Background: an optimization exercise with open tools, aiming at small area and a short achievable clock period. Do not read the settings as production practice.
Function was checked by simulation only, so behaviour that the tests miss may differ from the original.
Power and IR drop assume default switching activity.

--- flow/flow/run.sh ---
#!/bin/bash
cp standard.sh standard_sh.log
export BUFFER_PORTS_ARGS="-buffer_cell sky130_fd_sc_hd__buf_1"
bash standard.sh > standard.log 2>&1
--- flow/standard.sh ---
#!/bin/bash
# synth_recipe.tcl (not shown) runs the flow's synth.tcl, then flattens the netlist and writes it again
# the make line also repeats each setting of config.mk as NAME=value (left out here)
make -C /OpenROAD-flow-scripts/flow DESIGN_CONFIG=/design/flow/config.mk WORK_HOME=/design/flow/orfs CLKGATE_MAP_FILE= SYNTH_SCRIPT=/design/flow/synth_recipe.tcl "${@:-finish}"
--- flow/config.mk ---
export PLATFORM = sky130hd
export DESIGN_NAME = mm2s_dds_modulator
export DESIGN_NICKNAME = mm2s_dds_modulator
export VERILOG_FILES = /design/flow/design.v
export SDC_FILE = /design/flow/constraint.sdc
export NUM_CORES = 4
export LEC_CHECK = 0
export CAP_MARGIN = 20
export CORE_MARGIN = 2
export CORE_UTILIZATION = 40
export SETUP_SLACK_MARGIN = 2.5
export SLEW_MARGIN = 20
--- flow/constraint.sdc ---
create_clock -name core_clock -period 5.5 [get_ports {S_AXI_CLK}]
set_input_delay 1.1000 -clock core_clock [delete_from_list [all_inputs] [get_ports {S_AXI_CLK}]]
set_output_delay 1.1000 -clock core_clock [all_outputs]
set_load 0.01 [all_outputs]
--- flow/design.v ---
package dds_modulator_pkg;
parameter FCLK_MHZ = 125;
parameter ENABLE_BIT = 0;
parameter DEBUG_BIT = 1;
parameter STATE_BITS = 3;    
parameter CONT_NO_MOD =     3'b?01;    
parameter CONT_MOD_FREC =   3'b111;
parameter CONT_MOD_PHASE =  3'b011;
parameter PULS_NO_MOD =     3'b?00;
parameter PULS_MOD_FREC =   3'b110;
parameter PULS_MOD_PHASE =  3'b010;
parameter PULS_NO_MOD_TB =     3'b000;
parameter CONT_NO_MOD_TB =  3'b001;    
parameter PERIOD_COUNTER_BITS = 15;
parameter PINC_BITS = 30;    
parameter BARKER_2 = 2'b10;
parameter BARKER_3 = 3'b110;
parameter BARKER_4 = 4'b1011;
parameter BARKER_5 = 5'b11101;
parameter BARKER_7 = 7'b1110010;
parameter BARKER_11 = 11'b11100010010;
parameter BARKER_13 = 13'b1111100110101;
parameter PHASE_OFFSET_180 = 536870911;
parameter MAX_DEBUG_PACKETS = 125000;
endpackage
`timescale 1ns / 1ps
module mm2s_dds_modulator(
    input wire          S_AXI_CLK,
    input wire          S_AXI_ARESETN,
    output wire         S_AXI_AWREADY,
    input wire   [31:0] S_AXI_AWADDR,
    input wire          S_AXI_AWVALID,
    output wire         S_AXI_WREADY,
    input wire   [31:0] S_AXI_WDATA,
    input wire   [3:0]  S_AXI_WSTRB,
    input wire          S_AXI_WVALID,
    input wire          S_AXI_BREADY,
    output wire  [1:0]  S_AXI_BRESP,
    output wire         S_AXI_BVALID,
    output wire         S_AXI_ARREADY,
    input wire   [31:0] S_AXI_ARADDR,
    input wire          S_AXI_ARVALID,
    input wire          S_AXI_RREADY,
    output wire  [31:0] S_AXI_RDATA,
    output wire  [1:0]  S_AXI_RRESP,
    output wire         S_AXI_RVALID,
    output wire dds_en_o,
    output wire [71:0] m_axis_modulation_tdata,
    output wire m_axis_modulation_tvalid,
    output wire m_axis_modulation_tlast,
    input wire m_axis_modulation_tready
);
    wire clk  = S_AXI_CLK;
    wire rstn = S_AXI_ARESETN;
    localparam [16:0] LFSR_LAST = 17'h1C742;
    reg w_data, w_resp;
    reg [2:0] widx;      
    always @(posedge clk) begin
        if (!rstn) begin
            w_data <= 1'b0;
            w_resp <= 1'b0;
        end else begin
            w_data <= w_data ? ~S_AXI_WVALID : (~w_resp & S_AXI_AWVALID);
            w_resp <= w_resp ? ~S_AXI_BREADY : (w_data & S_AXI_WVALID);
        end
    end
    assign S_AXI_AWREADY = ~(w_data | w_resp);
    assign S_AXI_WREADY  = w_data;
    assign S_AXI_BVALID  = w_resp;
    assign S_AXI_BRESP   = 2'b00;
    wire aw_bad = |S_AXI_AWADDR[1:0] | |S_AXI_AWADDR[7:5] | (S_AXI_AWADDR[4] & S_AXI_AWADDR[3]);
    always @(posedge clk)
        if (!w_data) widx <= aw_bad ? 3'd7 : S_AXI_AWADDR[4:2];
    wire wr = w_data & S_AXI_WVALID;
    wire we0 = wr & (widx == 3'd0);
    wire we1 = wr & (widx == 3'd1);
    wire we2 = wr & (widx == 3'd2);
    wire we3 = wr & (widx == 3'd3);
    wire we4 = wr & (widx == 3'd4);
    wire we5 = wr & (widx == 3'd5);
    reg [31:0] cfg0, cfg1, cfg2, cfg3, cfg4, cfg5;
    reg tlast_q;
    wire ld0 = rstn & we0, hd0 = rstn & ~we0;
    wire ld1 = rstn & we1, hd1 = rstn & ~we1;
    wire ld2 = rstn & we2, hd2 = rstn & ~we2;
    wire ld3 = rstn & we3, hd3 = rstn & ~we3;
    wire ld4 = rstn & we4, hd4 = rstn & ~we4;
    wire ld5 = rstn & we5, hd5 = rstn & ~we5;
    wire [31:0] wd = S_AXI_WDATA;
    wire [2:0]  sb_x   = we1 ? wd[2:0] : cfg1[2:0];
    wire [12:0] code_x = we5 ? wd[12:0] : cfg5[12:0];
    wire [31:0] cfg0_n;
    assign cfg0_n[0]    = (ld0 & wd[0]) | (hd0 & cfg0[0]);
    assign cfg0_n[1]    = !rstn ? 1'b0 : cfg0[1] ? ~tlast_q : (we0 & wd[1]);
    assign cfg0_n[31:2] = ({30{ld0}} & wd[31:2]) | ({30{hd0}} & cfg0[31:2]);
    wire [31:0] cfg1_n = {({29{ld1}} & wd[31:3]) | ({29{hd1}} & cfg1[31:3]), {3{rstn}} & sb_x};
    wire [31:0] cfg2_n = ({32{ld2}} & wd) | ({32{hd2}} & cfg2);
    wire [31:0] cfg3_n = ({32{ld3}} & wd) | ({32{hd3}} & cfg3);
    wire [31:0] cfg4_n = ({32{ld4}} & wd) | ({32{hd4}} & cfg4);
    wire [31:0] cfg5_n = {({19{ld5}} & wd[31:13]) | ({19{hd5}} & cfg5[31:13]), {13{rstn}} & code_x};
    always @(posedge clk) begin
        cfg0 <= cfg0_n;
        cfg1 <= cfg1_n;
        cfg2 <= cfg2_n;
        cfg3 <= cfg3_n;
        cfg4 <= cfg4_n;
        cfg5 <= cfg5_n;
    end
    reg r_valid;
    reg [31:0] rdata;
    always @(posedge clk) begin
        if (!rstn) r_valid <= 1'b0;
        else       r_valid <= r_valid ? ~S_AXI_RREADY : S_AXI_ARVALID;
    end
    assign S_AXI_ARREADY = ~r_valid;
    assign S_AXI_RVALID  = r_valid;
    assign S_AXI_RDATA   = rdata;
    assign S_AXI_RRESP   = 2'b00;
    wire ar_bad = |S_AXI_ARADDR[1:0] | |S_AXI_ARADDR[7:5];
    reg [31:0] rsel;
    always @(*) begin
        case (S_AXI_ARADDR[4:2])
            3'd0: rsel = cfg0;
            3'd1: rsel = cfg1;
            3'd2: rsel = cfg2;
            3'd3: rsel = cfg3;
            3'd4: rsel = cfg4;
            3'd5: rsel = cfg5;
            default: rsel = 32'd0;
        endcase
        if (ar_bad) rsel = 32'd0;
    end
    always @(posedge clk)
        if (!r_valid) rdata <= rsel;
    wire        en     = cfg0[0];
    wire        dbg    = cfg0[1];
    wire [2:0]  sb     = cfg1[2:0];
    wire [14:0] period = cfg2[14:0];
    wire [29:0] pinc   = cfg3[29:0];
    wire [29:0] phigh  = cfg4[29:0];
    wire [29:0] delta  = cfg5[29:0];
    wire [3:0]  bnum   = cfg5[31:28];
    reg  [14:0] pcnt;
    reg         ge_q;        
    reg         tz_q;        
    reg  [29:0] mcnt;
    reg  [3:0]  bcnt;
    reg         sel_m_q;     
    reg         sel_p_q;     
    reg         offset_q;    
    reg  [16:0] lfsr;
    wire pto_n = sb[0] | ~ge_q;             
    wire [14:0] pcnt_inc = pcnt + 15'd1;
    wire        p_clr  = !sb[0] && pcnt == period;
    wire        p_inc  = !sb[0] && en;
    wire [14:0] pcnt_x = p_clr ? 15'd0 : p_inc ? pcnt_inc : pcnt;
    wire [14:0] pcnt_n = {15{rstn}} & pcnt_x;
    wire [14:0] tau_w  = wd[30:16];
    wire        ge_hw, ge_iw;        
    dds_cmp_ge #(.W(15), .L(4)) u_ge_hw (.a(pcnt), .b(tau_w), .ge(ge_hw));
    dds_cmp_ge #(.W(15), .L(4)) u_ge_iw (.a(pcnt_inc), .b(tau_w), .ge(ge_iw));
    wire        ge_ir  = (&pcnt) ? tz_q : (ge_q | (pcnt_inc == cfg2[30:16]));
    wire        ge_w   = p_clr ? ~|tau_w : p_inc ? ge_iw : ge_hw;
    wire        ge_r   = p_clr ? tz_q : p_inc ? ge_ir : ge_q;
    wire        ge_x   = we2 ? ge_w : ge_r;
    wire        tz_n   = !rstn | (we2 ? ~|tau_w : tz_q);
    wire ge_n = !rstn | ge_x;
    wire        ramp  = sb[2] & sb[1];
    wire        run   = en & sb[1] & pto_n;
    wire        mcmp;
    dds_cmp_ge #(.W(30), .L(5)) u_mcmp (.a(mcnt), .b(phigh), .ge(mcmp));
    wire [29:0] mstart = ramp ? pinc : 30'd0;
    wire [29:0] msum;
    dds_add #(.W(30), .L(5)) u_madd (.a(mcnt), .b(sb[2] ? delta : 30'd1), .s(msum));
    wire [29:0] mcnt_n = (run && !mcmp) ? msum : mstart;
    wire        barker_en = ~sb[2] & sb[1] & pto_n;
    wire        bwrap     = (bcnt == bnum - 4'd1);
    wire [3:0]  bcnt_inc  = bcnt + 4'd1;
    wire        bstep     = run & mcmp;
    wire [3:0]  bcnt_n    = (!barker_en) ? 4'd0 : !bstep ? bcnt : bwrap ? 4'd0 : bcnt_inc;
    wire [15:0] code_n    = {3'b000, code_x};
    wire        code_hold = code_n[bcnt];
    wire        code_inc  = bwrap ? code_n[0] : code_n[bcnt_inc];
    wire        code_bit  = (!barker_en) ? code_n[0] : bstep ? code_inc : code_hold;
    wire        bmode_n   = ~sb_x[2] & sb_x[1];
    wire        offset_n  = bmode_n & ~code_bit;
    wire        pon_n  = sb_x[0] | ~ge_x;
    wire        ramp_n = sb_x[2] & sb_x[1];
    wire        cnt_go  = rstn & m_axis_modulation_tready & en & dbg & ~tlast_q;
    wire [16:0] lfsr_n  = cnt_go ? {lfsr[15:0], ~(lfsr[16] ^ lfsr[13])} : 17'd0;
    wire        tlast_n = cnt_go & (lfsr == LFSR_LAST);
    always @(posedge clk) begin
        pcnt     <= pcnt_n;
        ge_q     <= ge_n;
        tz_q     <= tz_n;
        mcnt     <= mcnt_n;
        bcnt     <= bcnt_n;
        offset_q <= offset_n;
        sel_m_q  <= ramp_n & pon_n;
        sel_p_q  <= ~ramp_n & pon_n;
        lfsr     <= lfsr_n;
        tlast_q  <= tlast_n;
    end
    assign dds_en_o = en;
    assign m_axis_modulation_tvalid = en & m_axis_modulation_tready;
    assign m_axis_modulation_tlast  = tlast_q;
    assign m_axis_modulation_tdata  = {7'b0, ~sb[0] & ge_q, 2'b00, 1'b0, {29{offset_q}}, 2'b00,
                                       ({30{sel_m_q}} & mcnt) | ({30{sel_p_q}} & pinc)};
endmodule
module dds_cmp_ge #(parameter W = 15, parameter L = 4) (
    input  [W-1:0] a,
    input  [W-1:0] b,
    output         ge
);
    localparam N = 1 << L;
    wire [N*(L+1)-1:0] gt, lt;
    genvar i, l;
    generate
        for (i = 0; i < N; i = i + 1) begin : lv0
            if (i < W) begin : leaf
                assign gt[i] = a[i] & ~b[i];
                assign lt[i] = ~a[i] & b[i];
            end else begin : pad
                assign gt[i] = 1'b0;
                assign lt[i] = 1'b0;
            end
        end
        for (l = 0; l < L; l = l + 1) begin : lv
            for (i = 0; i < N; i = i + 1) begin : nd
                if (i < (N >> (l + 1))) begin : node
                    assign gt[(l+1)*N + i] = gt[l*N + 2*i + 1] | (~lt[l*N + 2*i + 1] & gt[l*N + 2*i]);
                    assign lt[(l+1)*N + i] = lt[l*N + 2*i + 1] | (~gt[l*N + 2*i + 1] & lt[l*N + 2*i]);
                end else begin : unused
                    assign gt[(l+1)*N + i] = 1'b0;
                    assign lt[(l+1)*N + i] = 1'b0;
                end
            end
        end
    endgenerate
    assign ge = ~lt[L*N];
endmodule
module dds_add #(parameter W = 30, parameter L = 5) (
    input  [W-1:0] a,
    input  [W-1:0] b,
    output [W-1:0] s
);
    wire [W*(L+1)-1:0] g, p;
    genvar i, l;
    generate
        for (i = 0; i < W; i = i + 1) begin : lv0
            assign g[i] = a[i] & b[i];
            assign p[i] = a[i] ^ b[i];
        end
        for (l = 0; l < L; l = l + 1) begin : lv
            for (i = 0; i < W; i = i + 1) begin : nd
                if ((i >> l) & 1) begin : node
                    assign g[(l+1)*W + i] = g[l*W + i] | (p[l*W + i] & g[l*W + ((i >> l) << l) - 1]);
                    assign p[(l+1)*W + i] = p[l*W + i] & p[l*W + ((i >> l) << l) - 1];
                end else begin : pass
                    assign g[(l+1)*W + i] = g[l*W + i];
                    assign p[(l+1)*W + i] = p[l*W + i];
                end
            end
        end
    endgenerate
    assign s = p[W-1:0] ^ {g[L*W +: W-1], 1'b0};
endmodule
==> summary.txt, run 1 <==
Fin Setup TNS 0 ps; Buffers on Ports 155; critical path's largest stage delay 340 ps; count leader, synth nand2_1; Hold Worst Slack 444 ps; Initial Utilization between 40% and 50%; cell mode on critical path maj3_2; Synth area leaders dfxtp_1 34%, nand2_1 7.5%, edfxtp_1 6.7%; CTS Buf Count 36; vias 14000; Worst Tran Pin Value 1200 ps; die width around 200 µm; Synth cell types 78; RD Place Congestion about 0.90; Avg Cell Area, Syn 8.60 µm²; share of total power in the clock network between 50 and 60%; Die Y 202 µm; share of cells above drive strength 1 8.56%; Power Density 273 mW/mm²; largest net degree at the start of global routing 84; critical path launch point type register; CTS clk-pin slew, worst paths 60 ps; TritonCTS sink count just over 300; # setup viols final 0; clk_skew 27.5 ps; global-route wire length before repair between 70000 and 80000 µm; grt ovf 0; antenna violations before repair 0; Cell Area, Synth approximately 0.016 mm²; Sw Share 23.2%; peak supply drop 0.159 mV; area occupied by multi-input gates 0.00854 mm²; total power 0.00488 W; Fmax achieved 341 MHz; Required @ worst endpoint ~6000 ps; combinational power share 3.8%; CP Class reg -> reg; routed vias/inst about 5.8; Root Driver clkbuf_16; row cnt a little over 70; # fillers 3811; Fin. Hold Viols 0; min Tclk post-route 2930 ps; CP endpoint kind register; Reg area 0.00641 mm²; worst min path class reg -> reg; cell taking the most area after synthesis dfxtp_1; Boundary Pins between 200 and 250; predominant post-synthesis flop cell dfxtp_1; Pins Over Slew Limit 0; Final WS setup around 2600 ps; top-area cell type share of the netlist area 33.9%; RSZ-0062 raised after global routing true; worst rel slew slack ~20%; Gate Count Post-Synth 1833; asr flop ratio synth 0%; CP Data Arrival Time between 3000 and 4000 ps; Crit path max-delay family adder cells; dpl hpwl around 34000 µm; DRC viols 0; Area Growth Syn to Fin 13.3%; critical path's slowest cell dfxtp_1; synth warn 3; MaxCap Viol Count 0; clk buf depth 3; Final #Nets roughly 2000; Final Cycle Share 53.3%; initial DRC count 1114; Core Footprint 0.0387 mm²; crit-path max FO 30; clk latency of the worst-skew pair ~560 ps; WL per Instance 21.7 µm; Crit path buffers/inverters 1; #FFs+latches synth between 300 and 400; CTS tree built; P_leak 6.11 nW; die area 0.0410 mm²; final wirelength 52800 µm; Post-synth EDFFs 35; # diodes 0; Internal Pwr Total 0.00375 W; Synth top cells by count 316 x nand2_1, 267 x dfxtp_1, 156 x a21oi_1, 114 x clkbuf_1, 99 x a22oi_1; Global Route Usage Sum about a quarter; P_sw 0.00113 W; Post-DP Area 0.0164 mm²; ANT nets after route 0; first-pass detailed-route iteration total 6; H-tree levels 2; worst path cell trace nor2b_1 > maj3_2 > maj3_2 > maj3_2 > a211o_1 > a21o_1 > a31oi_1 > nor3b_2 > buf_6 > mux2_4; Reg power frac 46.1%; register area share after synthesis roughly two fifths; pre-CTS setup slack 1880 ps; status complete, no violations; Hold-fix buffers, CTS 0; vias in the first global route 13200; Final Cell Area 0.0178 mm²
==> final timing paths <==
kind	to	slack [ps]	cells past startpoint	from
hold reg to reg	lfsr[9]	440	2	lfsr[8]
setup / recovery	mcnt[12]	2570	10	cfg4[24]
hold / removal	lfsr[9]	440	2	lfsr[8]
setup reg to reg	mcnt[12]	2570	10	cfg4[24]
==> layout by cell type (no fill, tap or decap), types with 30 or more instances in the layout <==
cell type	count
a21oi_1	155
a22o_1	95
a22oi_1	99
a31oi_1	38
and2_1	47
buf_1	144
clkbuf_16	37
dfxtp_1	256
edfxtp_1	35
ha_1	30
inv_1	55
mux2i_1	52
nand2_1	313
nor2_1	65
xnor2_1	49
xor2_1	32
==> through the flow <==
| step | util, % | cells |
|---|---|---|
| after floorplan | - | 1848 |
| after global placement | 42.3 | 2363 |
| after global routing | 46.1 | 2434 |
| after CTS | 45.6 | 2430 |
| after detailed placement | 42.3 | 2363 |
| final | 46.1 | 2434 |
==> routing by layer <==
| metal | GRT usage [%] | share of wire (%) |
|---|---|---|
| met2 | 39.7 | 45 |
| met1 | 34.4 | 43 |
| met5 | 0 | 0 |
| met4 | 9.96 | 3.7 |
| met3 | 4.03 | 8.4 |
==> state kept, by name, summed over array words and instances, names as in the netlist, 3 cells and up <==
| register | cells |
|---|---|
| cfg0 | 32 |
| cfg1 | 32 |
| cfg2 | 32 |
| cfg3 | 32 |
| cfg4 | 32 |
| cfg5 | 32 |
| rdata | 32 |
| mcnt | 30 |
| lfsr | 17 |
| pcnt | 15 |
| bcnt | 4 |
| widx | 3 |
==> power by group through the flow <==
stage | logic, W | clock network [W] | registers, W
finish | 0.000184 | 0.00245 | 0.00225
global route | 0.000194 | 0.00256 | 0.00225
CTS | 0.000179 | 0.00248 | 0.00225
detailed placement | 0.000179 | 0 | 0.00230
global placement | 0.000178 | 0 | 0.00230
floorplan | 0.0000902 | 0 | 0.00231
==> tightest hold or removal path, stage by stage (launching register included) <==
cell,delay (ps)
dfxtp_1,310
nand2_1,60
inv_1,50
==> timing repair <==
item / in CTS / in global routing
setup endpoints to repair: 34 / 13
buffers inserted: 1 / 4
endpoints found under the hold margin: 0 / 0
cloned: 0 / 0
gates resized for setup: 26 / 40
pin swaps: 1 / 6
==> layout make-up <==
type / instances / area share [%]
multi-input cells: 1310 / 47.9
flip-flops and latches: 302 / 35.9
clock buffers: 54 / 6.11
repair buffers: 180 / 4.50
well taps: 518 / 3.63
inverters: 58 / 1.23
clock inverters: 12 / 0.729
==> logic make-up after synthesis <==
| kind of cell | share of synthesized area (%) |
|---|---|
| buffers and inverters | 6.89 |
| muxes | 4.14 |
| other | 0.0238 |
| DFF | 40.6 |
| xor gates and xnor gates | 4.56 |
| AOI/OAI and AO/OA | 21.9 |
| and+or+nand+nor | 17.6 |
| adders and majority gates | 4.29 |
==> run 2, diff against run 1 <==
--- a/flow/config.mk
+++ b/flow/config.mk
@@ -9,3 +9,3 @@
 export CORE_MARGIN = 2
-export CORE_UTILIZATION = 40
+export CORE_UTILIZATION = 60
 export SETUP_SLACK_MARGIN = 2.5
==> run 2 against run 1 <==
  * Still clean
  * Synthesized cell count stayed put
  * Synthesized area is the same
  * Via count is 3.1% higher
  * Register-to-register slack got worse by 60 ps
  * Fmax fell by 1.9%
  * Sequential share of layout area up 0.68 points
  * Power shrank 4.6%
  * Largest cell class unchanged
==> summary.txt, run 2 <==
predominant post-synthesis flop cell dfxtp_1; simple-gate share of the synthesized area 17.6% (unchanged); Fmax achieved 335 MHz (-1.9%); Post-synth EDFFs 35 (unchanged); initial DRC count 1373 (+23%); Gate Count Post-Synth 1833 (unchanged); complex-gate fraction of the synthesized area 21.9% (unchanged); dpl hpwl 33100 µm (-3.6%); clk buf depth 3 (unchanged); area occupied by multi-input gates 0.00858 mm² (+0.44%); CP Class reg -> reg; Cell Area, Synth 0.0158 mm² (unchanged); share of total power in the clock network 47.8% (-2.3 points); total power 0.00466 W (-4.6%); Reg area 0.00642 mm² (+0.16%); Avg Cell Area, Syn 8.60 µm² (unchanged); Post-DP Area 0.0161 mm² (-1.4%); P_sw 0.00107 W (-5.1%); Power Density 265 mW/mm² (-3.0%); Boundary Pins 224 (unchanged); Global Route Usage Sum 36.1% (+11 points); Synth cell types 78 (unchanged); final wirelength 51800 µm (-1.9%); largest family of logic cells by synthesized area compound AO/OA/AOI/OAI gates; fin util 67.7% (+22 points); antenna violations before repair 0 (unchanged); Synth top cells by count 316 x nand2_1, 267 x dfxtp_1, 156 x a21oi_1, 114 x clkbuf_1, 99 x a22oi_1; vias 14500 (+3.1%); Hold-fix buffers, CTS 0 (unchanged); asr flop ratio synth 0% (unchanged); RD Place Congestion 0.937 (+4.0%); worst rel slew slack 18.9% (-0.83 points); most common cell after layout, fill and taps aside nand2_1; Final #Nets 2032 (unchanged); first-pass detailed-route iteration total 7 (+1); CP Data Arrival Time 3380 ps (about the same); critical path launch point type register; TritonCTS sink count 302 (unchanged); Synth area leaders dfxtp_1 34%, nand2_1 7.5%, edfxtp_1 6.7%; Core Footprint 0.0259 mm² (-33%); DRC viols 0 (unchanged); clk latency of the worst-skew pair 520 ps (-40 ps); top-area cell type share of the netlist area 33.9% (unchanged); Buffers on Ports 155 (unchanged); MaxCap Viol Count 0 (unchanged); vias in the first global route 13400 (+1.4%); die width 166 µm (-18%); CTS tree built; clk_skew 21.0 ps (-6.55 ps); H-tree levels 2 (unchanged); status complete, no violations; most frequent cells in the layout 315 x nand2_1, 252 x dfxtp_1, 153 x a21oi_1; Non-Filler Instances 2250 (-7.6%); cell taking the most area after synthesis dfxtp_1; Final Cycle Share 54.3% (+1.0 points); Fin Setup TNS 0 ps (unchanged); Area Growth Syn to Fin 11.4%; dpl cells 2180 (-7.7%); # setup viols final 0 (unchanged); Pins Over Slew Limit 0 (unchanged); ANT nets after route 0 (unchanged); Worst Tran Pin Value 1220 ps (+12.5 ps); CTS clk-pin slew, worst paths 60 ps (about the same); RSZ-0062 raised after global routing true; Die Y 166 µm (-18%); post-synthesis mux area share 4.14% (unchanged); min Tclk post-route 2990 ps (+55.4 ps); # fillers 2173 (-43%); register area share after synthesis 40.6% (unchanged); CP endpoint kind register; CTS Buf Count 34 (-5.6%); count leader, synth nand2_1; Root Driver clkbuf_16; global-route wire length before repair 77900 µm (-2.0%); Sw Share 23.0% (-0.12 points); Internal Pwr Total 0.00358 W (-4.5%); XOR/XNOR Fraction of Synth Area 4.56% (unchanged); row cnt 59 (-18%); Final Cell Area 0.0175 mm² (-1.7%); #FFs+latches synth 302 (unchanged); Synth Area in Adders 4.29% (unchanged); worst min path class reg -> reg; Initial Utilization 60.8% (+20 points); synth warn 3 (unchanged); Reg power frac 48.3% (+2.2 points); Fin. Hold Viols 0 (unchanged); largest net degree at the start of global routing 72 (-14%); combinational power share 4.0% (+0.2 points); routed vias/inst 6.43 (+12%); crit-path max FO 4 (-87%); P_leak 6.04 nW (-1.1%); WL per Instance 23.0 µm (+6.1%); share of cells above drive strength 1 8.52% (-0.043 points); grt ovf 0 (unchanged); Required @ worst endpoint 5890 ps (-60 ps); die area 0.0276 mm² (-33%); peak supply drop 0.321 mV (+100%)
## run 2: cells by family after synthesis
kind of cell,count (synthesis)
mux,59
buf+inv,236
flops,302
simple gates,597
other cells,1
xor+xnor,82
fa+ha+maj,54
compound gates,502
## run 2: layout make-up
| class | instances | share of cell area [%] |
|---|---|---|
| Antenna cell | 1 | 0.0143 |
| Clock buffer | 55 | 5.95 |
| Clock inverter | 7 | 0.235 |
| Inverter | 58 | 1.26 |
| Multi-Input combinational cell | 1310 | 48.9 |
| Sequential cell | 302 | 36.6 |
| Tap cell | 335 | 2.39 |
| Timing Repair Buffer | 182 | 4.64 |
## run 2: final timing paths
| kind | cells after the start | start | slack (ps) | end |
|---|---|---|---|---|
| worst max register to register | 14 | cfg5[0] | 2510 | mcnt[29] |
| worst max-delay path | 14 | cfg5[0] | 2510 | mcnt[29] |
| worst min-delay path | 2 | lfsr[8] | 430 | lfsr[9] |
| worst min register to register | 2 | lfsr[8] | 430 | lfsr[9] |
## run 2: stage by stage
step	hold slack, ps	worst slack (ps)
after detailed placement	428	1830
after floorplan	405	2500
after global routing	464	2430
final	435	2510
after global placement	424	1820
after CTS	444	2470
## run 2: metal layers
metal | part of all wire (%) | track usage [%] | vias up | wire [µm]
li1 | - | - | 6586 | -
met1 | 42 | 51.0 | 6894 | 21700
met2 | 43 | 55.2 | 860 | 22300
met3 | 12 | 8.17 | 135 | 6030
met4 | 3.2 | 11.5 | 0 | 1670
met5 | 0 | 0 | - | 0
## run 2: what timing repair did
item,4_1_cts,5_1_grt
endpoints found under the hold margin,0,0
pin swaps,4,5
gates resized for setup,27,47
buffers inserted,5,2
endpoints found under the setup margin,34,12
## run 2: power groups by stage
stage	logic, W	clock network (W)	registers (W)
final	0.000184	0.00222	0.00225
after global routing	0.000193	0.00232	0.00225
after CTS	0.000177	0.00223	0.00225
after detailed placement	0.000176	0	0.00230
after global placement	0.000176	0	0.00230
after floorplan	0.0000902	0	0.00231
## run 2: worst max-delay path, cell delays in order, from the launching register on
cell      delay (ps)
dfxtp_2          320
nand2b_1         100
ha_2             180
inv_1             60
fa_2             360
nand2b_4         150
a21o_1           190
a31o_4           250
o21a_4           230
o21ai_4          230
a211oi_4         100
buf_6            160
nor2_2           130
o211ai_1         130
mux2_4           280
==> run 3, diff against run 2 <==
--- a/flow/config.mk
+++ b/flow/config.mk
@@ -9,4 +9,4 @@
 export CORE_MARGIN = 2
-export CORE_UTILIZATION = 60
-export SETUP_SLACK_MARGIN = 2.5
+export CORE_UTILIZATION = 40
+export SETUP_SLACK_MARGIN = 2.8
 export SLEW_MARGIN = 20
==> run 3 against run 2 <==
  * Worst setup slack better by 120 ps
  * Largest cell class unchanged
  * First-iteration DRC count decreased by 6.3%
  * Largest power group is now clock
  * Clock power rose by 3%
  * Count of clock-buffer cells in the layout decreased by 6
==> summary.txt, run 3 <==
P_sw 0.00111 W (+3.1%); Hold-fix buffers, CTS 0 (unchanged); antenna violations before repair 3 (+3); critical path's slowest cell or4_1; Worst Tran Pin Value 935 ps (-281 ps); register area share after synthesis 40.6% (unchanged); peak supply drop 0.181 mV (-44%); Root Driver clkbuf_16; die width 202 µm (+22%); Initial Utilization 40.7% (-20 points); ANT nets after route 0 (unchanged); Buffers on Ports 155 (unchanged); MaxCap Viol Count 0 (unchanged); Pins Over Slew Limit 0 (unchanged); Crit path max-delay family compound AO/OA/AOI/OAI gates; predominant post-synthesis flop cell dfxtp_1; vias in the first global route 13400 (+0.34%); WL per Instance 21.6 µm (-6.2%); Post-synth EDFFs 35 (unchanged); CP Class reg -> reg; P_leak 6.45 nW (+6.7%); Area Growth Syn to Fin 19.8%; crit-path max FO 4 (unchanged); TritonCTS sink count 302 (unchanged); global-route wire length before repair 79800 µm (+2.4%); Final #Nets 2083 (+2.5%); Sw Share 23.4% (+0.38 points); status complete, no violations; Fmax achieved 349 MHz (+4.2%); Fin Setup TNS 0 ps (unchanged); RSZ-0062 raised after global routing true; top-area cell type share of the netlist area 33.9% (unchanged); Boundary Pins 224 (unchanged); worst path cell trace nand2b_4 > ha_4 > inv_2 > fa_2 > nand2b_4 > a21o_1 > a31o_4 > o21a_4 > o21ai_4 > a211oi_4 > or4_1 > o211ai_1 > mux2_4; Reg power frac 47.5% (-0.8 points); synth warn 3 (unchanged); grt ovf 0 (unchanged); Final Cycle Share 52.1% (-2.2 points); Power Density 250 mW/mm² (-5.7%); largest net degree at the start of global routing 75 (+4.2%); vias 14400 (-0.77%); min Tclk post-route 2870 ps (-121 ps); Die Y 202 µm (+22%); most frequent cells in the layout 312 x nand2_1, 244 x dfxtp_1, 145 x a21oi_1; FF-to-FF path depth 13 (-1); RD Place Congestion 0.891 (-5.0%); Core Footprint 0.0387 mm² (+50%); Synth cell types 78 (unchanged); Avg Cell Area, Syn 8.60 µm² (unchanged); asr flop ratio synth 0% (unchanged); #FFs+latches synth 302 (unchanged); first-pass detailed-route iteration total 7 (unchanged); # fillers 3706 (+71%); combinational power share 4.0% (about the same); Internal Pwr Total 0.00362 W (+0.95%); clk buf depth 3 (unchanged); die area 0.0410 mm² (+49%); dpl hpwl 34100 µm (+2.8%); count leader, synth nand2_1; fin util 48.7% (-19 points); H-tree levels 2 (unchanged); Cell Area, Synth 0.0158 mm² (unchanged); Synth top cells by count 316 x nand2_1, 267 x dfxtp_1, 156 x a21oi_1, 114 x clkbuf_1, 99 x a22oi_1; critical path's largest stage delay 410 ps (+50 ps); share of total power in the clock network 48.5% (+0.7 points); CP Data Arrival Time 3340 ps (-40 ps); row cnt 72 (+22%); clk_skew 18.1 ps (-2.89 ps); most common cell after layout, fill and taps aside nand2_1; Critical Path Stages 13 (-1); area occupied by multi-input gates 0.00901 mm² (+5.0%); routed vias/inst 5.78 (-10%); critical path launch point type register; clk latency of the worst-skew pair 530 ps (about the same); share of cells above drive strength 1 15.0% (+6.5 points); Fin. Hold Viols 0 (unchanged); Synth area leaders dfxtp_1 34%, nand2_1 7.5%, edfxtp_1 6.7%; CTS Buf Count 35 (+2.9%); cell taking the most area after synthesis dfxtp_1; Crit path buffers/inverters 1 (-1); initial DRC count 1286 (-6.3%); CTS tree built; DRC viols 0 (unchanged); Gate Count Post-Synth 1833 (unchanged); Global Route Usage Sum 25.0% (-11 points); Reg area 0.00645 mm² (+0.47%); CTS clk-pin slew, worst paths 60 ps (about the same); final wirelength 53600 µm (+3.5%); Required @ worst endpoint 5970 ps (+80 ps); cell mode on critical path nand2b_4; CP endpoint kind register; # setup viols final 0 (unchanged); worst min path class reg -> reg; hold depth 1 (-1); worst rel slew slack 37.7% (+19 points)
[run 3: worst paths after layout]
path | to | slack (ps) | start
setup reg to reg | mcnt[29] | 2630 | cfg5[0]
hold / removal | lfsr[12] | 450 | lfsr[11]
setup / recovery | mcnt[29] | 2630 | cfg5[0]
hold reg to reg | lfsr[12] | 450 | lfsr[11]
[run 3: area by class of cell]
type | instances | share of cell area, %
Inverter | 58 | 1.17
Timing Repair Buffer | 231 | 7.52
Clock buffer | 49 | 5.58
Clock inverter | 12 | 0.378
Antenna cell | 2 | 0.0265
Multi-Input combinational cell | 1311 | 47.7
Sequential cell | 302 | 34.2
Tap cell | 518 | 3.43
[run 3: stage by stage]
step	setup WS [ps]	area [µm²]	cells	power (W)	hold slack, ps
after global routing	2540	18900	2482	0.00485	469
after detailed placement	1940	16400	2365	0.00248	445
after floorplan	2750	15900	1848	0.00240	405
final	2630	18900	2483	0.00472	451
after CTS	2630	18300	2451	0.00475	454
after global placement	1950	16400	2365	0.00248	423
[run 3: routing by layer]
metal	track usage (%)	share of wire, %	vias up
li1	-	-	6700
met1	34.5	43	6961
met2	39.8	46	595
met3	3.82	7.6	107
met4	8.81	3.3	0
met5	0	0	-
[run 3: cell families after synthesis]
| family | count (synthesis) | synth area share (%) |
|---|---|---|
| mux | 59 | 4.14 |
| simple gates | 597 | 17.6 |
| fa+ha+maj | 54 | 4.29 |
| buf+inv | 236 | 6.89 |
| xor+xnor | 82 | 4.56 |
| other cells | 1 | 0.0238 |
| compound gates | 502 | 21.9 |
| flops | 302 | 40.6 |
[run 3: power by group through the flow]
stage | sequential (W) | combinational (W) | clock [W]
final | 0.00224 | 0.000189 | 0.00229
after global routing | 0.00224 | 0.000200 | 0.00241
after CTS | 0.00225 | 0.000182 | 0.00233
after detailed placement | 0.00230 | 0.000179 | 0
after global placement | 0.00230 | 0.000178 | 0
after floorplan | 0.00231 | 0.0000927 | 0
[run 3: repair_timing]
item / CTS / global route
gates cloned: 1 / 4
setup buffers: 24 / 26
endpoints found under the setup margin: 66 / 70
pin swaps: 21 / 41
gates resized for setup: 123 / 69
==> run 4, diff against run 3 <==
--- a/flow/config.mk
+++ b/flow/config.mk
@@ -7,2 +7,3 @@
 export LEC_CHECK = 0
+export ABC_AREA = 1
 export CAP_MARGIN = 20
@@ -10,3 +11,3 @@
 export CORE_UTILIZATION = 40
-export SETUP_SLACK_MARGIN = 2.8
+export SETUP_SLACK_MARGIN = 2.5
 export SLEW_MARGIN = 20
==> run 4 against run 3 <==
  * Largest cell class unchanged
  * Sequential share of layout area up 1.9 points
  * Power up 8.8%
  * Global-route usage up 0.74 points
  * Critical path type is now reg -> out
==> summary.txt, run 4 <==
initial DRC count 1653 (+29%); most frequent cells in the layout 347 x nand2_1, 301 x inv_1, 266 x dfxtp_1; cell taking the most area after synthesis dfxtp_1; Synth area leaders dfxtp_1 35%, nand2_1 8.5%, o22ai_1 8.5%; Final #Nets 2359 (+13%); antenna violations before repair 1 (-2); Boundary Pins 224 (unchanged); worst min path class reg -> reg; register area share after synthesis 41.4% (+0.82 points); CP Class reg -> out; MaxCap Viol Count 0 (unchanged); fin util 46.9% (-1.8 points); CP Data Arrival Time 1880 ps (-1460 ps); Final WS setup 2520 ps (-113 ps); CTS Buf Count 36 (+2.9%); Final Cycle Share 54.2% (+2.0 points); hold depth 2 (+1); final wirelength 53700 µm (+0.22%); Global Route Usage Sum 25.8% (+0.74 points); # setup viols final 0 (unchanged); Root Driver clkbuf_16; FF-to-FF path depth 18 (+5); critical path's largest stage delay 490 ps (+80 ps); most common cell after layout, fill and taps aside nand2_1; die width 200 µm (-0.98%); crit-path max FO 15 (+11); largest net degree at the start of global routing 45 (-40%); peak supply drop 0.174 mV (-3.8%); DRC viols 0 (unchanged); worst rel slew slack 26.5% (-11 points); CTS tree built; Crit path buffers/inverters 3 (+2); WL per Instance 19.5 µm (-9.5%); CP endpoint kind output port; clk latency of the worst-skew pair 530 ps (about the same); worst path cell trace clkinvlp_4 > buf_12 > o21ai_0 > buf_1; P_leak 6.78 nW (+5.2%); reg2reg end mcnt[17]; vias 15300 (+6.3%); Fmax achieved 336 MHz (-3.8%); Synth top cells by count 350 x nand2_1, 306 x inv_1, 267 x dfxtp_1, 210 x o22ai_1, 191 x nor2_1; status complete, no violations; predominant post-synthesis flop cell dfxtp_1; share of cells above drive strength 1 6.74% (-8.2 points); vias in the first global route 13900 (+3.5%); HP Start lfsr[2]; critical path's slowest cell dfxtp_1; # diodes 0 (-2); Gate Count Post-Synth 2112 (+15%); count leader, synth nand2_1; Worst Tran Pin Value 1100 ps (+166 ps); ANT nets after route 0 (unchanged); global-route wire length before repair 81300 µm (+1.9%); Non-Filler Instances 2751 (+11%); Area Growth Syn to Fin 15.0%; clk buf depth 3 (unchanged); Fin Setup TNS 0 ps (unchanged); synth warn 3 (unchanged); CTS clk-pin slew, worst paths 60 ps (about the same); Die Y 200 µm (-0.98%); RD Place Congestion 0.930 (+4.4%); pre-CTS setup slack 1810 ps (-130 ps); Fin. Hold Viols 0 (unchanged); top-area cell type share of the netlist area 34.6% (+0.68 points); Synth cell types 57 (-27%); worst r2r src cfg1[2]; Avg Cell Area, Syn 7.31 µm² (-15%); Hold-fix buffers, CTS 0 (unchanged); Hold Worst Slack 426 ps (-24.3 ps); Cell Area, Synth 0.0154 mm² (-2.0%); Buffers on Ports 155 (unchanged); Core Footprint 0.0378 mm² (-2.3%); routed vias/inst 5.55 (-4.0%); Crit path max-delay family buffers and inverters; grt ovf 0 (unchanged); Required @ worst endpoint 4400 ps (-1570 ps); RSZ-0062 raised after global routing true; #FFs+latches synth 302 (unchanged); dpl hpwl 38700 µm (+14%); clk_skew 20.2 ps (+2.19 ps); asr flop ratio synth 0% (unchanged); dpl cells 2674 (+13%); first-pass detailed-route iteration total 6 (-1); r2r setup slk 2590 ps (-40 ps); die area 0.0402 mm² (-1.9%); Pins Over Slew Limit 0 (unchanged); Power Density 289 mW/mm² (+16%); Post-synth EDFFs 35 (unchanged); H-tree levels 2 (unchanged); min Tclk post-route 2980 ps (+113 ps); critical path launch point type register; Initial Utilization 40.8% (+0.14 points); row cnt 71 (-1.4%); Min-Delay Endpoint lfsr[3]; TritonCTS sink count 302 (unchanged)
run 4: report_power, final:
part / internal [W] / switching [W] / total (W)
combinational: 0.0000387 / 0.000152 / 0.000191
sequential: 0.00224 / 0.00000752 / 0.00225
clock: 0.00173 / 0.000963 / 0.00270
run 4: routing by layer:
layer / GRT usage (%) / wire length [µm] / vias up
met1: 36.9 / 24300 / 7233
met2: 39.3 / 23300 / 680
met4: 8.70 / 1560 / 0
met5: 0 / 0 / -
li1: - / - / 7267
met3: 4.24 / 4570 / 89
run 4: area by class of cell:
class,count,area (µm²)
Clock buffer,52,1070
Clock inverter,11,260
Fill cell,3830,20100
Inverter,320,1220
Multi-Input combinational cell,1366,7270
Sequential cell,302,6400
Tap cell,511,639
Timing Repair Buffer,187,882
Timing Repair inverter,2,12.5
run 4: logic make-up after synthesis:
| logic type | share of synthesized area [%] |
|---|---|
| compound gates | 19.4 |
| xor+xnor | 1.87 |
| fa+ha+maj | 3.16 |
| buf+inv | 12.4 |
| flops | 41.4 |
| other cells | 0.0243 |
| simple gates | 21.7 |
run 4: worst max path at each step:
stage                  start  cells after the start                     endpoint
2_1_floorplan        cfg1[2]                     19                     mcnt[17]
3_3_place_gp   S_AXI_ARESETN                      5                     cfg2[10]
3_5_place_dp   S_AXI_ARESETN                      5                     cfg2[29]
4_1_cts              cfg1[2]                     18                     mcnt[17]
5_1_grt              cfg1[2]                     18                     mcnt[17]
6_report             sel_p_q                      4  m_axis_modulation_tdata[21]
run 4: metrics by stage:
stage               instance area (µm²)  total power [W]
CTS                               17700          0.00516
floorplan                         15500          0.00241
detailed placement                16200          0.00248
finish                            17800          0.00514
global placement                  16200          0.00248
global route                      17800          0.00526
run 4: repair_timing:
| action | CTS | global route |
|---|---|---|
| setup endpoints to repair | 81 | 61 |
| cloned | 2 | 1 |
| gates resized for setup | 18 | 14 |
| setup buffers | 7 | 4 |
| pin swaps | 1 | 3 |
run 4: tightest hold or removal path, delay by kind of cell (launching register included):
family                 cells  cell delay, ps
DFF                        1             310
buffers and inverters      1              50
and+or+nand+nor            1              30
==> run 5, diff against run 4 <==
--- a/flow/config.mk
+++ b/flow/config.mk
@@ -7,3 +7,2 @@
 export LEC_CHECK = 0
-export ABC_AREA = 1
 export CAP_MARGIN = 20
@@ -11,2 +10,4 @@
 export CORE_UTILIZATION = 40
+export CTS_CLUSTER_DIAMETER = 150
+export CTS_CLUSTER_SIZE = 30
 export SETUP_SLACK_MARGIN = 2.5
==> run 5 against run 4 <==
  * Clock skew rose by 35 ps
  * First-iteration DRC count fell by 25%
  * Synthesized area rose by 2.0%
  * Clock power fell by 53%
  * Combinational power fell by 4%
  * Critical path depth rose by 6
  * Still clean
  * Die area rose by 2.0%
  * Hold slack got worse by 7.2 ps
  * Sequential share of layout area rose by 1.5 points
  * Register-to-register slack got worse by 60 ps
  * Sequential power barely moved
==> summary.txt, run 5 <==
Final #Nets 2010 (-15%); MaxCap Viol Count 0 (unchanged); most frequent cells in the layout 313 x nand2_1, 256 x dfxtp_1, 153 x a21oi_1; Final Cycle Share 54.0% (-0.18 points); antenna violations before repair 1 (unchanged); count leader, synth nand2_1; P_leak 5.72 nW (-16%); worst r2r src pcnt[1]; area occupied by multi-input gates 0.00856 mm² (+18%); Pins Over Slew Limit 0 (unchanged); clk buf depth 3 (unchanged); ANT nets after route 0 (unchanged); Fin Setup TNS 0 ps (unchanged); die area 0.0410 mm² (+2.0%); largest net degree at the start of global routing 84 (+87%); Required @ worst endpoint 5920 ps (+1520 ps); die width 202 µm (+0.99%); Post-synth EDFFs 35 (unchanged); Hold-fix buffers, CTS 0 (unchanged); share of cells above drive strength 1 6.57% (-0.17 points); Core Footprint 0.0387 mm² (+2.4%); critical path launch point type register; DRC viols 0 (unchanged); Worst Tran Pin Value 1250 ps (+148 ps); Avg Cell Area, Syn 8.60 µm² (+18%); Final WS setup 2530 ps (+10.1 ps); Gate Count Post-Synth 1833 (-13%); status complete, no violations; Buffers on Ports 155 (unchanged); predominant post-synthesis flop cell dfxtp_1; worst rel slew slack 16.7% (-9.8 points); Fmax achieved 337 MHz (+0.34%); dpl hpwl 34300 µm (-11%); min Tclk post-route 2970 ps (-10.1 ps); most common cell after layout, fill and taps aside nand2_1; # setup viols final 0 (unchanged); # fillers 3865 (+0.91%); #FFs+latches synth 302 (unchanged); RD Place Congestion 0.901 (-3.1%); peak supply drop 0.161 mV (-7.4%); CP Class reg -> reg; Fin. Hold Viols 0 (unchanged); Synth top cells by count 316 x nand2_1, 267 x dfxtp_1, 156 x a21oi_1, 114 x clkbuf_1, 99 x a22oi_1; CP Data Arrival Time 3390 ps (+1510 ps); grt ovf 0 (unchanged); GR Util met2 39.3% (about the same); crit-path max FO 6 (-9); RSZ-0062 raised after global routing true; register area share after synthesis 40.6% (-0.82 points); synth warn 3 (unchanged); Die Y 202 µm (+0.99%); Power Density 217 mW/mm² (-25%); final wirelength 52100 µm (-3.0%); asr flop ratio synth 0% (unchanged); Area Growth Syn to Fin 8.42%; row cnt 72 (+1.4%); CTS tree built; Synth area leaders dfxtp_1 34%, nand2_1 7.5%, edfxtp_1 6.7%; Reg area 0.00641 mm² (+0.23%); vias 13900 (-9.0%); met1 Usage GRT 34.7% (-2.1 points); Boundary Pins 224 (unchanged); global-route wire length before repair 78500 µm (-3.5%); pre-CTS setup slack 1880 ps (+67.7 ps); worst setup path startpoint pcnt[1]; top-area cell type share of the netlist area 33.9% (-0.68 points); GR Util met3 3.02% (-1.2 points); routed vias/inst 5.81 (+4.7%); Cell Area, Synth 0.0158 mm² (+2.0%); TritonCTS sink count 302 (unchanged); H-tree levels 1 (-1); first-pass detailed-route iteration total 6 (unchanged); Synth cell types 78 (+37%); cell taking the most area after synthesis dfxtp_1; clk latency of the worst-skew pair 520 ps (about the same); busiest grt layer met2; Root Driver clkbuf_16; WL per Instance 21.8 µm (+12%); Global Route Usage Sum 24.6% (-1.2 points); CP endpoint kind register; Initial Utilization 40.7% (-0.14 points); vias in the first global route 12900 (-7.1%); initial DRC count 1246 (-25%); CTS Buf Count 14 (-61%); clk_skew 55.2 ps (+35.0 ps); HP Start lfsr[12]; worst min path class reg -> reg; CTS clk-pin slew, worst paths 120 ps (+60 ps)
[run 5: changes by cell type after synthesis, sizes merged, moves of 43 or more]
cell	change
and2	+47
a22oi	+99
a21oi	+97
clkbuf	+43
a22o	+95
o22ai	-207
nor2	-132
nand2	-51
mux2i	+52
o21ai	-122
nand3	-139
inv	-253
[run 5: final cells by class]
| type | count | area share [%] |
|---|---|---|
| tap | 518 | 3.79 |
| timing repair buffer | 180 | 4.72 |
| clock inverter | 1 | 0.176 |
| clock buffer | 21 | 2.33 |
| multi-input combinational | 1310 | 50.1 |
| antenna | 2 | 0.0293 |
| inverter | 58 | 1.29 |
| sequential | 302 | 37.6 |
[run 5: through the flow]
| step | cells | hold WS (ps) | utilization (%) | power [W] | cell area [µm²] |
|---|---|---|---|---|---|
| 2_1_floorplan | 1848 | 405 | - | 0.00240 | 15800 |
| 3_3_place_gp | 2363 | 427 | 42.3 | 0.00248 | 16400 |
| 3_5_place_dp | 2363 | 422 | 42.3 | 0.00248 | 16400 |
| 4_1_cts | 2386 | 424 | 43.6 | 0.00372 | 16900 |
| 5_1_grt | 2391 | 420 | 44.1 | 0.00381 | 17100 |
| 6_report | 2392 | 419 | 44.1 | 0.00370 | 17100 |
[run 5: report_power, final]
part | total, W | switching (W) | internal [W]
registers | 0.00225 | 0.00000585 | 0.00224
clock network | 0.00127 | 0.000747 | 0.000523
logic | 0.000184 | 0.000148 | 0.0000358
total | 0.00370 | 0.000902 | 0.00280
[run 5: cells by family after synthesis]
kind of cell / share of synthesized area (%)
flops: 40.6
xor+xnor: 4.56
mux: 4.14
fa+ha+maj: 4.29
simple gates: 17.6
buf+inv: 6.89
other cells: 0.0238
compound gates: 21.9
[run 5: path summary, 6_finish.rpt]
| path | endpoint | slack, ps | cells after the start |
|---|---|---|---|
| max | ge_q | 2530 | 10 |
| min | lfsr[13] | 420 | 1 |
| max reg2reg | ge_q | 2530 | 10 |
| min reg2reg | lfsr[13] | 420 | 1 |
[run 5: critical path: stages, from the launching register on]
cell	delay [ps]
dfxtp_2	460
ha_2	280
and2_1	170
nand3_1	250
o31ai_2	340
nand3_1	180
a41oi_2	270
or4b_1	450
nand3_1	150
o31ai_4	90
or2_1	220
[run 5: per-layer routing]
metal / vias up / part of all wire (%)
li1: 6510 / -
met1: 6735 / 44
met2: 581 / 45
met3: 74 / 8.2
met4: 0 / 2.9
met5: - / 0
[run 5: what timing repair did]
action | CTS | global route
buffers inserted | 1 | 4
pin swaps | 1 | 8
resized for setup | 27 | 42
hold endpoints to repair | 0 | 0
setup endpoints to repair | 34 | 13
==> run 6, diff against run 5 <==
--- a/flow/config.mk
+++ b/flow/config.mk
@@ -9,5 +9,5 @@
 export CORE_MARGIN = 2
-export CORE_UTILIZATION = 40
-export CTS_CLUSTER_DIAMETER = 150
-export CTS_CLUSTER_SIZE = 30
+export CORE_UTILIZATION = 55
+export CTS_CLUSTER_DIAMETER = 100
+export CTS_CLUSTER_SIZE = 24
 export SETUP_SLACK_MARGIN = 2.5
==> run 6 against run 5 <==
  * Largest cell class unchanged
  * First-iteration DRC count is 7.9% higher
  * Cell count is 5.5% lower
  * Worst setup slack better by 1.0 ps
  * Non-clock buffer count is 7 higher
  * Count of clock-buffer cells in the layout is 4 higher
  * Still clean
  * Via count is 2.0% higher
  * Die area is 27% lower
  * Clock power is 6% higher
  * Synthesized cell count stayed put
  * Register-to-register slack hardly changed
  * Power is 2.3% higher
==> summary.txt, run 6 <==
CTS tree built; Sw Share 24.5% (+0.12 points); Internal Pwr Total 0.00286 W (+2.1%); Final Cycle Share 54.0% (about the same); Post-synth EDFFs 35 (unchanged); Core Footprint 0.0280 mm² (-28%); crit-path max FO 5 (-1); Required @ worst endpoint 5980 ps (+60 ps); DRC viols 0 (unchanged); Synth area leaders dfxtp_1 34%, nand2_1 7.5%, edfxtp_1 6.7%; routed vias/inst 6.27 (+7.9%); predominant post-synthesis flop cell dfxtp_1; Non-Filler Instances 2261 (-5.5%); synth warn 3 (unchanged); peak supply drop 0.243 mV (+51%); Fin. Hold Viols 0 (unchanged); asr flop ratio synth 0% (unchanged); P_sw 0.000927 W (+2.8%); dpl cells 2223 (-5.9%); Post-DP Area 0.0162 mm² (-1.1%); Root Driver clkbuf_16; clk buf depth 3 (unchanged); Power Density 221 mW/mm² (+2.0%); TritonCTS sink count 302 (unchanged); # setup viols final 0 (unchanged); clk_skew 17.4 ps (-37.8 ps); Fin Setup TNS 0 ps (unchanged); grt ovf 0 (unchanged); final wirelength 52800 µm (+1.2%); Initial Utilization 56.2% (+16 points); dpl hpwl 33900 µm (-1.2%); combinational power share 4.9% (about the same); Avg Cell Area, Syn 8.60 µm² (unchanged); initial DRC count 1344 (+7.9%); Global Route Usage Sum 33.9% (+9.4 points); global-route wire length before repair 79800 µm (+1.7%); Final Cell Area 0.0171 mm² (+0.29%); Boundary Pins 224 (unchanged); CP endpoint kind register; die area 0.0300 mm² (-27%); cell taking the most area after synthesis dfxtp_1; Final #Nets 2019 (+0.45%); min Tclk post-route 2970 ps (-1.04 ps); Reg area 0.00642 mm² (+0.16%); vias 14200 (+2.0%); worst rel slew slack 29.2% (+12 points); largest net degree at the start of global routing 76 (-9.5%); count leader, synth nand2_1; CP Class reg -> reg; Synth cell types 78 (unchanged); Die Y 173 µm (-14%); Gate Count Post-Synth 1833 (unchanged); share of total power in the clock network 35.7% (+1.4 points); status complete, no violations; CTS Buf Count 16 (+2); Pins Over Slew Limit 0 (unchanged); Fmax achieved 337 MHz (about the same); Worst Tran Pin Value 1060 ps (-187 ps); clk latency of the worst-skew pair 530 ps (about the same); H-tree levels 1 (unchanged); # diodes 0 (-2); WL per Instance 23.3 µm (+7.1%); CP Data Arrival Time 3440 ps (+50 ps); RD Place Congestion 0.909 (+0.83%); Buffers on Ports 155 (unchanged); ANT nets after route 0 (unchanged); P_leak 5.73 nW (+0.29%); share of cells above drive strength 1 7.91% (+1.3 points); first-pass detailed-route iteration total 6 (unchanged); MaxCap Viol Count 0 (unchanged); Reg power frac 59.3% (-1.4 points); vias in the first global route 13200 (+2.2%); top-area cell type share of the netlist area 33.9% (unchanged); worst min path class reg -> reg; antenna violations before repair 1 (unchanged); register area share after synthesis 40.6% (unchanged); #FFs+latches synth 302 (unchanged); RSZ-0062 raised after global routing true; Synth top cells by count 316 x nand2_1, 267 x dfxtp_1, 156 x a21oi_1, 114 x clkbuf_1, 99 x a22oi_1; most common cell after layout, fill and taps aside nand2_1; row cnt 61 (-15%); Cell Area, Synth 0.0158 mm² (unchanged); # fillers 2560 (-34%); critical path launch point type register; die width 173 µm (-14%); CTS clk-pin slew, worst paths 100 ps (-20 ps); Area Growth Syn to Fin 8.73%; area occupied by multi-input gates 0.00869 mm² (+1.6%); most frequent cells in the layout 313 x nand2_1, 252 x dfxtp_1, 153 x a21oi_1
[run 6: cell counts after synthesis]
No cell type changed its count.
[run 6: cell families (layout without fill, tap and decap cells)]
logic type / after synthesis / in the layout / share of synthesized area [%]
AND/OR/NAND/NOR: 597 / 597 / 17.6
AO/OA/AOI/OAI: 502 / 502 / 21.9
multiplexers: 59 / 59 / 4.14
flip-flops: 302 / 302 / 40.6
XOR/XNOR: 82 / 82 / 4.56
buffers and inverters: 236 / 271 / 6.89
other: 1 / 16 / 0.0238
adder cells (fa/ha/maj): 54 / 54 / 4.29
[run 6: layout make-up]
class,instances,area share (%)
clock inverter,1,0.0657
clock buffer,25,2.66
timing repair buffer,187,4.97
multi-input combinational,1310,50.8
inverter,58,1.29
tap,378,2.76
sequential,302,37.5
[run 6: path summary, 6_finish.rpt]
check | start | endpoint | slack [ps] | depth (start not counted)
hold / removal | lfsr[10] | lfsr[11] | 460 | 1
setup reg to reg | cfg5[0] | mcnt[29] | 2530 | 13
hold reg to reg | lfsr[10] | lfsr[11] | 460 | 1
setup / recovery | cfg5[0] | mcnt[29] | 2530 | 13
[run 6: critical path, stage by stage (launching register included)]
cell and delay [ps]:
dfxtp_2 350, nand2b_4 130, ha_4 120, inv_2 30
fa_2 340, nand2b_4 150, a21o_1 190, a31o_4 280
o21a_4 260, o21ai_4 220, a211oi_4 110, or4_1 420
o211ai_1 140, mux2_4 180
[run 6: through the flow]
stage	power [W]	setup WS, ps	util [%]	hold slack [ps]
2_1_floorplan	0.00240	2500	-	405
3_3_place_gp	0.00248	1780	57.8	428
3_5_place_dp	0.00248	1750	57.8	425
4_1_cts	0.00379	2440	60.1	459
5_1_grt	0.00387	2450	61.2	472
6_report	0.00378	2530	61.2	456
[run 6: per-layer routing]
layer | global-route usage [%] | wire [µm] | up-vias | part of all wire (%)
met5 | 0 | 10 | - | 0.019
met4 | 7.59 | 1140 | 2 | 2.2
met3 | 5.24 | 4610 | 78 | 8.7
met2 | 52.9 | 23300 | 677 | 44
met1 | 49.6 | 23700 | 6874 | 45
li1 | - | - | 6552 | -
[run 6: repair_timing]
item / 4_1_cts / 5_1_grt
buffers inserted: 9 / 3
hold buffers: 0 / 0
pin swaps: 5 / 14
resized for setup: 30 / 56
setup endpoints to repair: 45 / 16
[run 6: power by group through the flow]
stage	Clock [W]	Sequential (W)	Combinational, W
detailed placement	0	0.00230	0.000180
global route	0.00142	0.00225	0.000196
floorplan	0	0.00231	0.0000902
CTS	0.00136	0.00225	0.000181
finish	0.00135	0.00225	0.000187
global placement	0	0.00230	0.000179
==> run 7, diff against run 6 <==
--- a/flow/config.mk
+++ b/flow/config.mk
@@ -9,4 +9,4 @@
 export CORE_MARGIN = 2
-export CORE_UTILIZATION = 55
-export CTS_CLUSTER_DIAMETER = 100
+export CORE_UTILIZATION = 40
+export CTS_CLUSTER_DIAMETER = 120
 export CTS_CLUSTER_SIZE = 24
==> run 7 against run 6 <==
  * Still clean on timing, DRC and antenna
  * Clock skew up 14 ps
  * Wire length decreased by 0.51%
  * Critical path depth decreased by 3
  * Via count down 1.7%
  * Hold slack got worse by 12 ps
  * Sequential power is essentially flat
  * Die area is 37% higher
  * Cell count is 6.0% higher
==> summary.txt, run 7 <==
Non-Filler Instances 2396 (+6.0%); worst r2r src pcnt[1]; CTS Buf Count 16 (unchanged); Worst Tran Pin Value 1020 ps (-47.4 ps); combinational power share 4.9% (about the same); Area Growth Syn to Fin 9.03%; critical path capture point ge_q; clk latency of the worst-skew pair 530 ps (about the same); routed vias/inst 5.82 (-7.2%); # fillers 3860 (+51%); Power Density 219 mW/mm² (-1.1%); Synth cell types 78 (unchanged); die width 202 µm (+17%); Pins Over Slew Limit 0 (unchanged); H-tree levels 1 (unchanged); most frequent cells in the layout 313 x nand2_1, 256 x dfxtp_1, 153 x a21oi_1; clk buf depth 3 (unchanged); RD Place Congestion 0.901 (-0.83%); Cell Area, Synth 0.0158 mm² (unchanged); Die Y 202 µm (+17%); first-pass detailed-route iteration total 5 (-1); predominant post-synthesis flop cell dfxtp_1; clk_skew 31.1 ps (+13.7 ps); final wirelength 52500 µm (-0.51%); DRC viols 0 (unchanged); vias in the first global route 12900 (-2.1%); Boundary Pins 224 (unchanged); Synth area leaders dfxtp_1 34%, nand2_1 7.5%, edfxtp_1 6.7%; worst min path class reg -> reg; grt ovf 0 (unchanged); Post-synth EDFFs 35 (unchanged); Final WS setup 2540 ps (+2.89 ps); TritonCTS sink count 302 (unchanged); worst setup path startpoint pcnt[1]; count leader, synth nand2_1; # setup viols final 0 (unchanged); CTS clk-pin slew, worst paths 100 ps (about the same); pre-CTS setup slack 1880 ps (+124 ps); row cnt 72 (+18%); area occupied by multi-input gates 0.00856 mm² (-1.5%); register area share after synthesis 40.6% (unchanged); WL per Instance 21.9 µm (-6.1%); Buffers on Ports 155 (unchanged); Final Cell Area 0.0172 mm² (+0.28%); largest net degree at the start of global routing 84 (+11%); Fin Setup TNS 0 ps (unchanged); RSZ-0062 raised after global routing true; status complete, no violations; dpl cells 2363 (+6.3%); P_sw 0.000900 W (-2.9%); reg2reg end ge_q; share of cells above drive strength 1 6.87% (-1.0 points); cell taking the most area after synthesis dfxtp_1; Hold-fix buffers, CTS 0 (unchanged); r2r setup slk 2540 ps (about the same); #FFs+latches synth 302 (unchanged); ANT nets after route 0 (unchanged); Final #Nets 2016 (-0.15%); Final Cycle Share 53.9% (about the same); P_leak 5.76 nW (+0.44%); Post-DP Area 0.0164 mm² (+1.1%); peak supply drop 0.136 mV (-44%); critical path launch point type register; share of total power in the clock network 35.2% (-0.5 points); Sw Share 24.0% (-0.51 points); Initial Utilization 40.7% (-16 points); Reg power frac 59.8% (+0.5 points); global-route wire length before repair 78600 µm (-1.5%); # diodes 0 (unchanged); Core Footprint 0.0387 mm² (+38%); min Tclk post-route 2960 ps (-2.89 ps); Reg area 0.00641 mm² (-0.16%); asr flop ratio synth 0% (unchanged); Global Route Usage Sum 24.6% (-9.3 points); Synth top cells by count 316 x nand2_1, 267 x dfxtp_1, 156 x a21oi_1, 114 x clkbuf_1, 99 x a22oi_1; Fmax achieved 337 MHz (about the same); crit-path max FO 6 (+1); Internal Pwr Total 0.00285 W (-0.15%); most common cell after layout, fill and taps aside nand2_1; worst rel slew slack 32.1% (+2.9 points); synth warn 3 (unchanged); Root Driver clkbuf_16; CP Data Arrival Time 3380 ps (-60 ps); initial DRC count 1271 (-5.4%); top-area cell type share of the netlist area 33.9% (unchanged); vias 13900 (-1.7%); CP endpoint kind register; CP Class reg -> reg; Fin. Hold Viols 0 (unchanged); CTS tree built; FF-to-FF path depth 10 (-3); dpl hpwl 34300 µm (+1.2%); Avg Cell Area, Syn 8.60 µm² (unchanged); antenna violations before repair 0 (-1); MaxCap Viol Count 0 (unchanged); Gate Count Post-Synth 1833 (unchanged); Required @ worst endpoint 5910 ps (-70 ps); die area 0.0410 mm² (+37%)
[run 7: cell count changes in the layout (fill, tap and decap cells not counted), moves of 3 or more]
| cell | change |
|---|---|
| and2_1 | +4 |
| and2_4 | -3 |
| buf_4 | -5 |
| buf_6 | -3 |
| dfxtp_1 | +4 |
| ha_1 | +8 |
| ha_4 | -8 |
| o21ai_1 | -3 |
| o31ai_2 | +3 |
| o31ai_4 | -3 |
[run 7: power by group through the flow]
stage | sequential (W) | combinational [W] | clock (W)
final | 0.00225 | 0.000185 | 0.00132
after global routing | 0.00225 | 0.000195 | 0.00143
after CTS | 0.00225 | 0.000179 | 0.00136
after detailed placement | 0.00230 | 0.000179 | 0
after global placement | 0.00230 | 0.000178 | 0
after floorplan | 0.00231 | 0.0000902 | 0
[run 7: layout make-up]
class                      count  share of cell area, %
multi-input combinational   1310                   49.9
sequential                   302                   37.3
timing repair buffer         184                   5.08
tap                          518                   3.77
clock buffer                  23                   2.61
inverter                      58                   1.28
clock inverter                 1                 0.0656
[run 7: what timing repair did]
action                                  4_1_cts  5_1_grt
setup buffers                                 1        6
cloned                                        0        1
pin swaps                                     1        7
resized for setup                            28       40
endpoints found under the setup margin       34       12
[run 7: worst min-delay path by stage]
stage	startpoint	endpoint	slack, ps	cells past startpoint
2_1_floorplan	lfsr[8]	lfsr[9]	400	2
3_3_place_gp	lfsr[8]	lfsr[9]	430	2
3_5_place_dp	lfsr[8]	lfsr[9]	420	2
4_1_cts	lfsr[8]	lfsr[9]	450	2
5_1_grt	lfsr[0]	lfsr[1]	470	1
6_report	lfsr[8]	lfsr[9]	440	2
[run 7: kinds of logic (layout without fill, tap and decap cells)]
family | Yosys count | in the layout | synth area share, %
buffers and inverters | 236 | 266 | 6.89
XOR/XNOR | 82 | 82 | 4.56
AO/OA/AOI/OAI | 502 | 502 | 21.9
multiplexers | 59 | 59 | 4.14
AND/OR/NAND/NOR | 597 | 597 | 17.6
flip-flops | 302 | 302 | 40.6
adder cells (fa/ha/maj) | 54 | 54 | 4.29
other | 1 | 16 | 0.0238
[run 7: metal layers]
metal | track usage, % | vias up | share of wire (%)
met2 | 39.4 | 544 | 45
met5 | 0 | - | 0
met3 | 3.08 | 81 | 7.6
li1 | - | 6527 | -
met1 | 34.7 | 6794 | 44
met4 | 7.48 | 0 | 3.0
[run 7: worst max-delay path, cell delays in order (launching register included)]
cell     delay, ps
dfxtp_2        450
ha_2           280
and2_1         170
nand3_1        250
o31ai_2        350
nand3_1        170
a41oi_2        280
or4b_1         450
nand3_1        120
o31ai_2        110
or2_1          230
[run 7: per-stage QoR]
stage / power [W] / utilization, % / hold WS [ps]
global route: 0.00387 / 44.3 / 472
detailed placement: 0.00248 / 42.3 / 422
finish: 0.00375 / 44.3 / 444
CTS: 0.00379 / 43.7 / 452
global placement: 0.00248 / 42.3 / 427
floorplan: 0.00240 / - / 405

==> separate check: timing with driven ports <==
How much do the figures lean on ideal ports? The routed layouts below were timed once more, with nothing changed but the port constraints. Step 1 (the two cells are an assumption about what drives the block):
set clk [get_ports {S_AXI_CLK}]
set_driving_cell -lib_cell sky130_fd_sc_hd__clkbuf_16 $clk
set_driving_cell -lib_cell sky130_fd_sc_hd__buf_2 [delete_from_list [all_inputs] $clk]
Step 2 moves the port delays by t, midway between the first and last clock arrival at a register: inputs arrive t later, outputs are due t later. That takes back most of the time a late clock gives input paths. a / b / c = ideal / step 1 / step 2; a / b = the first two.
run	t, ns	slack for setup (ns)	worst setup path at the end	pins driven straight from the clock port
run 1	0.601	2.568 / 2.568 / 2.012	input to register	1
run 2	0.559	2.513 / 2.513 / 2.084	input to register	1
run 3	0.575	2.634 / 2.634 / 2.350	input to register	1
run 4	0.575	2.521 / 2.468 / 1.984	input to register	1
run 5	0.552	2.531 / 2.531 / 2.046	input to register	1
run 6	0.573	2.532 / 2.532 / 2.095	input to register	1
run 7	0.566	2.535 / 2.535 / 2.042	input to register	1
After both steps every run listed still meets setup and hold. For run 1, which loses most, drivers alone change the setup slack by 0.000 ns; drivers and shift together by -0.556 ns.
